Context: an optimization exercise on an open-source flow, tuned for small area and a short achievable clock period. The choices shown serve that exercise and are no tape-out recipe. No run shown here included a check of the RTL's function; only the layout flow was run. Power and IR drop assume default switching activity.

==> flow/design.v (outline; a module is shown in full before it is edited, if it fits) <==
// module DSP: 2814 lines
// module dsp_ao21: 5 lines
// module dsp_faf: 8 lines
// module dsp_maj: 5 lines
// module dsp_fa: 6 lines
// module dsp_aoi_gt: 6 lines
// module dsp_aoi_g: 5 lines
// module dsp_oai_gt: 6 lines
// module dsp_oai_g: 5 lines
// module dsp_xor: 5 lines
// module dsp_mxi: 5 lines
// module dsp_xnor: 5 lines
module DSP(A,B,C,D,CLK,CARRYIN,OPMODE,BCIN,RSTA,RSTB,RSTM,RSTP,RSTC,RSTD,RSTCARRYIN,RSTOPMODE,
          CEA,CEB,CEM,CEP,CEC,CED,CECARRYIN,CEOPMODE,PCIN,BCOUT,PCOUT,P,M,CARRYOUT,CARRYOUTF);
  // ...
==> flow/flow/run.sh <==
#!/bin/bash
# Standard layout with two changes: the port buffers are plain buf_1 cells
# instead of the default delay buffers, and ABC maps for a lighter load, so
# that it picks the smaller cell sizes and leaves sizing to the resizer.
export BUFFER_PORTS_ARGS="-buffer_cell sky130_fd_sc_hd__buf_1"
bash standard.sh ABC_LOAD_IN_FF=0.2 finish > standard.log 2>&1
==> flow/standard.sh <==
#!/bin/bash
# synth_recipe.tcl (not shown) runs the flow's synth.tcl, then flattens the netlist and writes it again
# the make line also repeats each setting of config.mk as NAME=value (left out here)
make -C /OpenROAD-flow-scripts/flow DESIGN_CONFIG=/design/flow/config.mk WORK_HOME=/design/flow/orfs CLKGATE_MAP_FILE= SYNTH_SCRIPT=/design/flow/synth_recipe.tcl "${@:-finish}"
==> flow/config.mk <==
export PLATFORM = sky130hd
export DESIGN_NAME = DSP
export DESIGN_NICKNAME = DSP
export VERILOG_FILES = /design/flow/design.v
export SDC_FILE = /design/flow/constraint.sdc
export NUM_CORES = 4
export LEC_CHECK = 0
export CAP_MARGIN = 20
export CORE_MARGIN = 2
export CORE_UTILIZATION = 55
export SETUP_SLACK_MARGIN = 4.1
export SLEW_MARGIN = 20
export SYNTH_HIERARCHICAL = 1
export SYNTH_MINIMUM_KEEP_SIZE = 0
==> flow/constraint.sdc <==
create_clock -name core_clock -period 8.0 [get_ports {CLK}]
set_input_delay 1.6000 -clock core_clock [delete_from_list [all_inputs] [get_ports {CLK}]]
set_output_delay 1.6000 -clock core_clock [all_outputs]
set_load 0.01 [all_outputs]
==> reports/qor.csv, run 1 <==
metric;value;unit
status;complete, no violations;
fin_nets;3469;
synth_compound_area_share;13.4;%
first_iter_violations;1904;
synth_top_area_share;15.0;%
p_switching;1.56;mW
clockPowerShare;31.2;%
seq_share;18.4;%
p_per_area;149;mW/mm^2
met2_usage;57.1;%
place_inst;3496;
nNonClkInverters;34;
p_int;2.60;mW
finalHoldViolCount;0;
ios;346;
seqPwrFrac;33.4;%
met1_length;35100;um
start_util;55.8;%
multi_input_area;0.0179;mm^2
power.total;4.16;mW
synthAdderAreaFrac;18.6;%
seq_area;0.00511;mm^2
grt.overflow.total;0;
crit_fanout;8;
yosysWarnings;7;
==> run 2: changes to the inputs <==
--- a/flow/design.v
+++ b/flow/design.v
@@ -1913,18 +1913,72 @@
     assign ma_s_20 = ~(MS_r[28] ^ ma_g5_19);
     assign ma_s_21 = ~(MS_r[29] ^ ma_g5_20);
     assign ma_s_22 = ~(MS_r[30] ^ ma_g5_21);
     assign ma_s_23 = ~(MS_r[31] ^ ma_g5_22);
     assign ma_s_24 = ~(MS_r[32] ^ ma_g5_23);
     assign ma_s_25 = ~(MS_r[33] ^ ma_g5_24);
     assign ma_s_26 = ~(MS_r[34] ^ ma_g5_25);
     assign ma_s_27 = ~(1'b0 ^ ma_g5_26);
+    wire mport_9;
+    dsp_xor u_mport9 (.a(MS_r[9]), .b(MC_r[0]), .y(mport_9));
+    wire mport_10;
+    dsp_xnor u_mport10 (.a(MS_r[10]), .b(ma_g1_1), .y(mport_10));
+    wire mport_11;
+    dsp_xor u_mport11 (.a(MS_r[11]), .b(ma_g2_2), .y(mport_11));
+    wire mport_12;
+    dsp_xor u_mport12 (.a(MS_r[12]), .b(ma_g2_3), .y(mport_12));
+    wire mport_13;
+    dsp_xnor u_mport13 (.a(MS_r[13]), .b(ma_g3_4), .y(mport_13));
+    wire mport_14;
+    dsp_xnor u_mport14 (.a(MS_r[14]), .b(ma_g3_5), .y(mport_14));
+    wire mport_15;
+    dsp_xnor u_mport15 (.a(MS_r[15]), .b(ma_g3_6), .y(mport_15));
+    wire mport_16;
+    dsp_xnor u_mport16 (.a(MS_r[16]), .b(ma_g3_7), .y(mport_16));
+    wire mport_17;
+    dsp_xor u_mport17 (.a(MS_r[17]), .b(ma_g4_8), .y(mport_17));
+    wire mport_18;
+    dsp_xor u_mport18 (.a(MS_r[18]), .b(ma_g4_9), .y(mport_18));
+    wire mport_19;
+    dsp_xor u_mport19 (.a(MS_r[19]), .b(ma_g4_10), .y(mport_19));
+    wire mport_20;
+    dsp_xor u_mport20 (.a(MS_r[20]), .b(ma_g4_11), .y(mport_20));
+    wire mport_21;
+    dsp_xor u_mport21 (.a(MS_r[21]), .b(ma_g4_12), .y(mport_21));
+    wire mport_22;
+    dsp_xor u_mport22 (.a(MS_r[22]), .b(ma_g4_13), .y(mport_22));
+    wire mport_23;
+    dsp_xor u_mport23 (.a(MS_r[23]), .b(ma_g4_14), .y(mport_23));
+    wire mport_24;
+    dsp_xor u_mport24 (.a(MS_r[24]), .b(ma_g4_15), .y(mport_24));
+    wire mport_25;
+    dsp_xnor u_mport25 (.a(MS_r[25]), .b(ma_g5_16), .y(mport_25));
+    wire mport_26;
+    dsp_xnor u_mport26 (.a(MS_r[26]), .b(ma_g5_17), .y(mport_26));
+    wire mport_27;
+    dsp_xnor u_mport27 (.a(MS_r[27]), .b(ma_g5_18), .y(mport_27));
+    wire mport_28;
+    dsp_xnor u_mport28 (.a(MS_r[28]), .b(ma_g5_19), .y(mport_28));
+    wire mport_29;
+    dsp_xnor u_mport29 (.a(MS_r[29]), .b(ma_g5_20), .y(mport_29));
+    wire mport_30;
+    dsp_xnor u_mport30 (.a(MS_r[30]), .b(ma_g5_21), .y(mport_30));
+    wire mport_31;
+    dsp_xnor u_mport31 (.a(MS_r[31]), .b(ma_g5_22), .y(mport_31));
+    wire mport_32;
+    dsp_xnor u_mport32 (.a(MS_r[32]), .b(ma_g5_23), .y(mport_32));
+    wire mport_33;
+    dsp_xnor u_mport33 (.a(MS_r[33]), .b(ma_g5_24), .y(mport_33));
+    wire mport_34;
+    dsp_xnor u_mport34 (.a(MS_r[34]), .b(ma_g5_25), .y(mport_34));
+    wire mport_35;
+    dsp_xnor u_mport35 (.a(1'b0), .b(ma_g5_26), .y(mport_35));
     assign mprod = {ma_s_27, ma_s_26, ma_s_25, ma_s_24, ma_s_23, ma_s_22, ma_s_21, ma_s_20, ma_s_19, ma_s_18, ma_s_17, ma_s_16, ma_s_15, ma_s_14, ma_s_13, ma_s_12, ma_s_11, ma_s_10, ma_s_9, ma_s_8, ma_s_7, ma_s_6, ma_s_5, ma_s_4, ma_s_3, ma_s_2, ma_s_1, MS_r[8], MS_r[7], MS_r[6], MS_r[5], MS_r[4], MS_r[3], MS_r[2], MS_r[1], MS_r[0]};
-    assign M = mprod;
+    assign M = {mport_35, mport_34, mport_33, mport_32, mport_31, mport_30, mport_29, mport_28, mport_27, mport_26, mport_25, mport_24, mport_23, mport_22, mport_21, mport_20, mport_19, mport_18, mport_17, mport_16, mport_15, mport_14, mport_13, mport_12, mport_11, mport_10, mport_9, MS_r[8], MS_r[7], MS_r[6], MS_r[5], MS_r[4], MS_r[3], MS_r[2], MS_r[1], MS_r[0]};
     reg [47:0] X, Zr;
     always @(*) begin
         case (OP_r[1:0])
         2'd0: X = 48'd0;
         2'd1: X = {{12{mprod[35]}}, mprod};
         2'd2: X = P_r;
         default: X = {D_r[11:0], A_r, B_r};
         endcase
==> run 2 against run 1 <==
Core utilization increased by 0.23 points. Routed wire length increased by 2.8%. Power decreased by 0.85%. Largest power group unchanged.
==> reports/qor.csv, run 2 <==
metric;value;unit;change
status;complete, no violations;;
hpwl;59300;um;
wl_per_cell;23.9;um;
synth_edf_count;48;;
gp_congestion;0.958;;
tightest_slew;1.14;ns;
start_util;56.0;%;+0.19 points
cts.clk_slew.worst_paths;0.06;ns;
drv_slew;0;;
startpoint;A_r[6]$_SDFFE_PP0P_;;
fin_crit_sh;49.4;%;
cp_data_arrival_time;4.46;ns;
post-route-min-period;3.95;ns;
largestRegisters;C_r x48, P_r x48, MS_r x35;;
endpoint;MS_r[19]$_SDFFE_PP0P_;;
ant_nets;0;;
cp_slowest_stage_delay;0.60;ns;
num_rows;75;;
synth_top_area_share;14.8;%;-0.12 points
cts.path.max_buffers;3;;
drv_cap;0;;
via_per_inst;6.02;;
cp_slowest_cell;fa_1;;
cp_num_buf_inv;1;;
first_iter_violations;1985;;+4.3%
critical_path_required;8.51;ns;
cp_top_family;XOR/XNOR gates;;
synth_simple_gate_area_share;16.6;%;
yosysMostFrequentCell;nand2_1;;
drtPass1Iterations;6;;
chipWidth;211;um;
grt.total_usage;35.8;%;
min_path_type;reg2reg;;
htree_levels;1;;
p_per_area;147;mW/mm^2;-1.6%
vias;22286;;
worst_setup_path_end_kind;flip-flop;;
async_flop_share;0;%;
drc;0;;
layout_commonest_cell;nand2_1;;
finalHoldViolCount;0;;unchanged
synth_cell_types;49;;
crit_path_start_kind;flip-flop;;
mostFrequentLayoutCells;nand2_1 (485), xor2_1 (361), nor2_1 (326), buf_1 (320), fa_1 (145);;
fin_nets;3493;;+0.69%
grt_pass1_wl;122000;um;
worst-r2r-cell-count;14;;
synth_flop_cell;dfxtp_1;;
netlist_instances;2868;;
crit_fanout;19;;+11
setup_tns;0;ns;
die_h;211;um;
area_growth;18.8;%;
place_inst;3544;;+1.4%
synth_top_cell_by_area;dfxtp_1;;
synth.avg_cell_area;8.23;um^2;
antenna_found_initial;1;;
cts-root-buf;clkbuf_16;;
core_area;0.0421;mm^2;
yosysSeqAreaShare;20.9;%;
wl;88500;um;
cts_tree;built;;
peakVddDrop;0.173;mV;
crit_type;reg2reg;;
fmax;253;MHz;
drive_above_1_share;16.2;%;
synth_xor_area_share;18.7;%;
ys_seq_elements;223;;
synthAdderAreaFrac;18.4;%;-0.15 points
p_leak;9.52;nW;
crit_chain;buf_12, nand2_1, fa_1, fa_1, xor2_2, xor2_2, xor2_1, xor2_1, xor2_1, xor2_1, xor2_1, xor2_1, mux2i_1, nor2_1;;
postSynthNetCount;3222;;
yosysWarnings;7;;unchanged
syn_area;0.0236;mm^2;
max_slew_margin;23.9;%;
finalClockSkew;0.0296;ns;
r2r-start;A_r[6]$_SDFFE_PP0P_;;
numCtsBuffers;28;;
ios;346;;unchanged
netlist_top_cells_area;dfxtp_1 (15%), xor2_1 (14%), fa_1 (14%);;
setup_viol;0;;
dieArea;0.0446;mm^2;
synth_mux_area_share;6.03;%;
port_buffers;326;;
reg2reg_slack;4.05;ns;
synth_top_family_by_area;XOR/XNOR gates;;
cts.sinks;223;;
r2r-end;MS_r[19]$_SDFFE_PP0P_;;
grt_max_degree;73;;
fin_cells;3701;;
grt.overflow.total;0;;unchanged
grt_pass1_vias;20835;;
synth_compound_area_share;13.2;%;-0.21 points
path_depth;14;;
synthTopCellsByCount;nand2_1 (487), xor2_1 (373), nor2_1 (341);;
clk_latency;0.61;ns;
worst_path_most_repeated_cell;xor2_1;;
rsz0062_at_grt;true;;
==> run 2: cell types whose count changed in the layout (fill, tap and decap cells not counted), moves of 13 or more <==
| cell | before | now |
|---|---|---|
| xnor2_1 | 90 | 130 |
| xor2_1 | 340 | 361 |
| clkbuf_16 | 33 | 51 |
| buf_4 | 105 | 88 |
| xor2_2 | 28 | 12 |
| buf_6 | 20 | 7 |
| xnor2_2 | 14 | 1 |
==> run 2: cell type report <==
class	count	area, um^2
multi-input cells	2369	17800
fillers	3558	14100
flip-flops and latches	223	5090
repair buffers	483	3350
clock buffers	33	729
well taps	539	674
clock inverters	19	235
inverters	34	131
diodes	1	2.50
==> run 2: worst register-to-register path: stages, from the launching register on <==
cell,delay [ns]
dfxtp_1,0.38
buf_12,0.21
nand2_1,0.12
fa_1,0.45
fa_1,0.60
xor2_2,0.21
xor2_2,0.21
xor2_1,0.19
xor2_1,0.27
xor2_1,0.28
xor2_1,0.20
xor2_1,0.31
xor2_1,0.23
mux2i_1,0.10
nor2_1,0.13
==> run 2: modules after synthesis, one instance, submodules excluded, excerpt <==
module | cell area, um^2 | times used | flops+latches | cells
DSP | 13800 | 1 | 223 | 1750
dsp_ao21 | 7.51 | 48 | 0 | 1
dsp_aoi_g | 5.00 | 48 | 0 | 1
dsp_aoi_gt | 8.76 | 90 | 0 | 2
dsp_fa | 20.0 | 160 | 0 | 1
dsp_maj | 11.3 | 102 | 0 | 1
dsp_oai_g | 5.00 | 43 | 0 | 1
dsp_oai_gt | 8.76 | 98 | 0 | 2
dsp_xnor | 8.76 | 33 | 0 | 1
dsp_xor | 8.76 | 308 | 0 | 1
==> run 2: repair_timing <==
item	4_1_cts	5_1_grt
cloned	2	23
hold buffers	0	0
setup endpoints to repair	80	60
buffers inserted	13	66
pin swaps	6	64
gates resized for setup	151	186
==> run 2: where the power goes <==
| part | internal (mW) | leakage [nW] | switching (mW) |
|---|---|---|---|
| Combinational | 0.557 | 7.13 | 0.834 |
| Sequential | 1.24 | 1.93 | 0.136 |
| Clock | 0.786 | 0.454 | 0.572 |
| Total | 2.58 | 9.52 | 1.54 |
==> run 2: layer usage <==
metal | GRT usage [%] | vias to the layer above | wire [um]
met4 | 13.4 | 2 | 4620
met1 | 48.9 | 10812 | 36500
li1 | - | 10008 | -
met5 | 0 | - | 13
met2 | 57.7 | 1186 | 40000
met3 | 4.88 | 278 | 7350
==> run 2: cells by family after synthesis <==
| family | Yosys count |
|---|---|
| other | 2 |
| AOI/OAI and AO/OA | 498 |
| xor gates and xnor gates | 504 |
| and+or+nand+nor | 962 |
| DFF | 223 |
| adders and majority gates | 262 |
| buffers and inverters | 276 |
| muxes | 141 |
==> run 2: how the worst min path moves through the flow <==
stage                                startpoint  depth (start not counted)               endpoint  slack [ns]
after floorplan                C_z$_SDFFE_PP1P_                          1       C_z$_SDFFE_PP1P_        0.43
after global placement    MC_r[26]$_SDFFE_PP0P_                          2  MC_r[26]$_SDFFE_PP0P_        0.46
after detailed placement    B_r[4]$_SDFFE_PP0P_                          2    B_r[4]$_SDFFE_PP0P_        0.48
after CTS                 MC_r[26]$_SDFFE_PP0P_                          2  MC_r[26]$_SDFFE_PP0P_        0.49
after global routing      MC_r[26]$_SDFFE_PP0P_                          2  MC_r[26]$_SDFFE_PP0P_        0.51
final                     MC_r[26]$_SDFFE_PP0P_                          2  MC_r[26]$_SDFFE_PP0P_        0.49
==> run 2: through the flow <==
stage	worst slack (ns)	util, %	power (mW)	cell area (um^2)	hold WS [ns]
final	4.05	66.5	4.12	28000	0.487
after floorplan	4.10	-	2.25	23700	0.427
after CTS	4.03	62.4	3.96	26300	0.485
after global placement	3.34	58.5	2.54	24600	0.459
after detailed placement	3.31	58.5	2.57	24600	0.476
after global routing	3.97	66.5	4.26	28000	0.514

==> static timing again, ports no longer ideal <==
In the flow no input, the clock included, has a driving cell. The finished layouts below were timed again as built, in two steps.
Step 1: set_driving_cell puts a clkbuf_16 on CLK and a buf_2 on each other input, an assumption about the parent block.
Step 2 moves the port delays by t, midway between the first and last clock arrival at a register: inputs arrive t later, outputs are due t later. That takes back most of the time a late clock gives input paths.
Slacks: ideal / step 1 / step 2; pairs: ideal / step 1.
run | shift t [ns] | setup WS [ns] | worst register clock-pin slew, ns
run 1 | 0.625 | 3.878 / 3.878 / 3.727 | 0.07 / 0.07
run 2 | 0.644 | 4.046 / 4.046 / 3.704 | 0.07 / 0.07
After both steps every run listed still meets setup and hold. For run 2, which loses most, drivers alone change the setup slack by 0.000 ns; drivers and shift together by -0.342 ns.
